From an optimization exercise on the open Yosys and OpenROAD flow, aimed at small area; shortcuts taken in it are not production practice. The RTL was checked by simulation tests, not by an equivalence proof against the original design. The flow treats the clock pin as an ideal source, which a real chip does not have. Power figures rest on the tool's default switching activity, not on a simulated workload.

lane 1:
==> flow/design.v (excerpt) <==
module top (
    input  wire bb_clk_in,
    input  wire rst_h,
    output wire DATA1,
    output wire DATA2,
    input  wire COM1,
    input  wire COM2
);
wire clk = bb_clk_in;
reg       q2;
reg [1:0] c3;    
always @(posedge clk or posedge rst_h)
    if (rst_h) begin
        q2 <= 1'b0;
        c3 <= 2'd0;
    end else begin
        q2 <= ~q2;
        c3 <= {c3 != 2'd2, c3[1] ^ c3[0]};
    end
wire s2  = ~q2;
wire s3  = (c3 == 2'd3);
wire smp = (c3 == 2'd2);
reg r1, r2;          
reg a1, a2;      
reg rx_in;       
reg line;        
always @(posedge clk) begin
    r1 <= COM1;
    r2 <= COM2;
    if (smp) begin
        a1 <= COM1;
        a2 <= COM2;
        rx_in <= line ? a2 : a1;
    end
end
reg       in_q, in_qq;
reg       ract;      
reg       rdec;      
reg [1:0] takt;
reg [3:0] bitc;      
reg [7:0] rbyte;
reg       rpar;
wire rs_start = ract && (bitc == 4'd0);
wire rs_wnw   = ract && (bitc == 4'd11);
wire rs_recv  = ract && !rs_start && !rs_wnw;
wire spad = in_qq & ~in_q;
  ...
==> flow/config.mk <==
export PLATFORM = sky130hd
export DESIGN_NAME = top
export DESIGN_NICKNAME = top
export VERILOG_FILES = /design/flow/design.v
export SDC_FILE = /design/flow/constraint.sdc
export NUM_CORES = 4
export LEC_CHECK = 0
export CAP_MARGIN = 20
export CORE_MARGIN = 2
export CORE_UTILIZATION = 30
export SLEW_MARGIN = 20
==> flow/constraint.sdc <==
create_clock -name core_clock -period 6.0 [get_ports {bb_clk_in}]
set_input_delay 1.2000 -clock core_clock [delete_from_list [all_inputs] [get_ports {bb_clk_in}]]
set_output_delay 1.2000 -clock core_clock [all_outputs]
set_load 0.01 [all_outputs]
standard.sh (not shown) runs the stock make flow with config.mk's settings and CLKGATE_MAP_FILE= SYNTH_SCRIPT=/design/flow/synth_recipe.tcl, a recipe that flattens the netlist after the stock synthesis.
==> flow/flow/run.sh <==
#!/bin/bash
# Standard layout, except: clock tree with small buffers and no dummy loads
# (leaf buffers that drive many flip-flops are then upsized, see
# post_cts.tcl), and the smallest buffer on each port.
export CTS_ARGS="-sink_clustering_enable -repair_clock_nets -dont_use_dummy_load -root_buf sky130_fd_sc_hd__clkbuf_8 -buf_list sky130_fd_sc_hd__clkbuf_4"
export BUFFER_PORTS_ARGS="-buffer_cell sky130_fd_sc_hd__buf_1"
export POST_CTS_TCL="$(pwd)/flow/post_cts.tcl"
bash standard.sh > standard.log 2>&1
==> flow/flow/post_cts.tcl <==
set block [ord::get_db_block]
set n 0
foreach inst [$block getInsts] {
  if {[[$inst getMaster] getName] != "sky130_fd_sc_hd__clkbuf_4"} { continue }
  set net [[$inst findITerm X] getNet]
  if {$net == "NULL"} { continue }
  set fo [expr {[llength [$net getITerms]] - 1}]
  if {$fo > 8} {
    replace_cell [get_cells [$inst getName]] sky130_fd_sc_hd__clkbuf_8
    incr n
  }
}
puts "post_cts: upsized $n clock buffers"
detailed_placement
check_placement -verbose
estimate_parasitics -placement
Lane 1 has completed all stages; timing, DRC and antenna checks passed.
[inputs] lane 2 vs lane 1
--- a/flow/design.v
+++ b/flow/design.v
@@ -159,32 +159,30 @@
         2'd1: rxs <= 2'd0;
         2'd2: if (s3) begin
             if (rx_busy) rxs <= 2'd3;
             else if (rcnt == 5'd31) rxs <= 2'd1;
         end
         default: if (rx_done) rxs <= 2'd1;
     endcase
 always @(posedge clk)
     if (rxs != 2'd2) rcnt <= 5'd0;
     else if (s3) rcnt <= rcnt + 5'd1;
 localparam T_IDLE = 4'd0, T_WAIT = 4'd1, T_RX = 4'd2, T_P1 = 4'd3, T_P2 = 4'd4, T_P3 = 4'd5,
-           T_S0 = 4'd6, T_S1 = 4'd7, T_S2 = 4'd8, T_SEND = 4'd9, T_CEND = 4'd10, T_CEND2 = 4'd11,
-           T_F1 = 4'd12, T_F2 = 4'd13, T_F3 = 4'd14;
+           T_S0 = 4'd6, T_S1 = 4'd7, T_S2 = 4'd8, T_SEND = 4'd9, T_CEND = 4'd10,
+           T_F1 = 4'd11, T_F2 = 4'd12, T_F3 = 4'd13;
 reg [3:0]  txs;
 reg        ferr, fdat;
 reg [10:0] M;        
 reg [15:0] pcnt;     
-reg        out;
-reg        pt;       
+reg        coding, out, tmo, acc;
 reg [3:0]  count;
-wire coding = (txs == T_SEND) || (txs == T_CEND);
 wire hdr    = (M[10:4] == 7'h7f);
 wire crcreg = (M[10:4] == 7'h7e) && (M[3:1] == 3'b111);
 wire crc_hi = fdat ? (M == 11'h7ee) : (M == 11'h7fe);
 wire is_crc = crcreg || (hdr && M[2] && M[1] && !fdat);
 reg [7:0] tbyte;
 always @* begin
     if (hdr) begin
         case (M[2:0])
             3'd3:    tbyte = fdat ? 8'h12 : {7'h01, ferr};
             3'd4:    tbyte = fdat ? 8'h07 : 8'h00;
             3'd5:    tbyte = fdat ? 8'hf0 : 8'h00;
@@ -219,42 +217,41 @@
         4'd15: begin gmask = 16'hf048; kbit = 1'b1; sbit0 = 1'b0; sbit1 = 1'b0; end
     endcase
 end
 wire crcbit = fdat ? ((^(pcnt & gmask)) ^ kbit) : (ferr ? sbit1 : sbit0);
 wire dbit   = is_crc ? crcbit : tbyte[bi];
 wire last = is_crc && M[0];    
 wire load = s2 && coding && !last && (count == 4'd0);
 reg  sel;
 always @* begin
     case (count)
         4'd0:    sel = 1'b1;
-        4'd1:    sel = pt;
+        4'd1:    sel = tmo;
         4'd2, 4'd3, 4'd4, 4'd5, 4'd6, 4'd7, 4'd8, 4'd9:
                  sel = dbit;
-        default: sel = pt;
+        default: sel = acc;
     endcase
 end
 always @(posedge clk or posedge rst_h)
     if (rst_h)
         txs <= T_IDLE;
     else case (txs)
         T_IDLE: if (s3 && (!r1 || !r2)) txs <= T_WAIT;
         T_WAIT: if (s3) begin
             if (rx_busy) txs <= T_RX;
             else if (M[4:0] == 5'd31) txs <= T_IDLE;
         end
         T_RX: if (rx_done) txs <= (cls != 2'd0) ? T_P1 : T_IDLE;
         T_S0, T_S1, T_S2: if (s2) txs <= txs + 4'd1;
         T_SEND: if (s2 && coding && count == 4'd2 && crc_hi) txs <= T_CEND;
-        T_CEND: if (s2 && pt && count == 4'd1) txs <= T_CEND2;
-        T_CEND2: if (s2) txs <= T_F1;
+        T_CEND: if (s2 && !coding) txs <= T_F1;
         T_F3: txs <= T_IDLE;
         default: txs <= txs + 4'd1;
     endcase
 always @(posedge clk) begin
     if (txs == T_RX && rx_done) begin
         ferr <= !rx_ok;
         fdat <= rx_ok && cls[1];
     end
 end
 always @(posedge clk)
     if (txs == T_P3)
@@ -264,30 +261,27 @@
     else if (load || (txs == T_WAIT && s3))
         M <= M + 11'd1;
 always @(posedge clk or posedge rst_h)
     if (rst_h)
         pcnt <= 16'd0;
     else begin
         if (load && fdat && M == 11'h7fd) pcnt[7:0] <= pcnt[7:0] + 8'd1;
         if (txs == T_F1 && fdat && pcnt[7:0] == 8'd0) pcnt[15:8] <= pcnt[15:8] + 8'd1;
     end
 always @(posedge clk or posedge rst_h)
     if (rst_h) begin
+        coding <= 1'b0;
         out    <= 1'b1;
     end else if (s2) begin
+        if (txs == T_S2) coding <= 1'b1;
+        else if (tmo && count == 4'd1) coding <= 1'b0;
         out <= coding ? sel : 1'b1;
     end
 always @(posedge clk)
     if (s2) begin
         count <= !coding ? 4'd0 : (count == 4'd10) ? 4'd0 : count + 4'd1;
-        if (!coding)
-            pt <= 1'b0;
-        else if (count == 4'd10)
-            pt <= last;
-        else if (count == 4'd2)
-            pt <= ~sel;
-        else if (count > 4'd2)
-            pt <= pt ^ sel;
+        tmo   <= coding && ((count == 4'd10) ? last : tmo);
+        acc   <= (count < 4'd2) ? 1'b1 : acc ^ sel;
     end
 assign DATA1 = out;
 assign DATA2 = out;
 endmodule
### Flow results
Clock power down about 0.9% in lane 2 wrt lane 1
As far as number of max-slew violations in the final report goes, lane 1 and lane 2 are indistinguishable; the numbers are identical.
| setup slack | lane 2 vs lane 1 | better |
Taking lane 1 as the reference, in lane 2 sequential fraction of total cell area went up 0.94 points; flip-flop and latch count has increased; power +about 24%.
HPWL reported at the end of detailed placement: lane 2 < lane 1
Diff lane 1 -> lane 2 | final period demand of the worst path | decrease of 330 ps
Clock share of power ended up 4.8 points lower on lane 2 than on lane 1.
Across both runs, relative contribution of combinational cells to total power was higher for lane 2 than for lane 1.

what the ideal ports hide:
In the flow no input, the clock included, has a driving cell. The finished layouts below were timed again as built, in two steps.
Step 1 sets driving cells, clkbuf_16 on the clock port and buf_2 on the other inputs (assumed; they add their load-dependent delay and slew).
Step 2 moves the port delays by t, midway between the first and last clock arrival at a register: inputs arrive t later, outputs are due t later. That takes back most of the time a late clock gives input paths.
Slacks: no drivers / after step 1 / after step 2; pairs: no drivers / after step 1.
run | t (ns) | setup slack, ns | clock arrival spread, ns | worst slew at a driven data input, ns | cell pins on the clock port's net
lane 1 | 0.440 | 1.575 / 1.575 / 1.575 | 0.032 / 0.032 | 0.04 | 1
lane 2 | 0.438 | 1.904 / 1.904 / 1.904 | 0.028 / 0.027 | 0.03 | 1
After both steps every run listed still meets setup and hold.
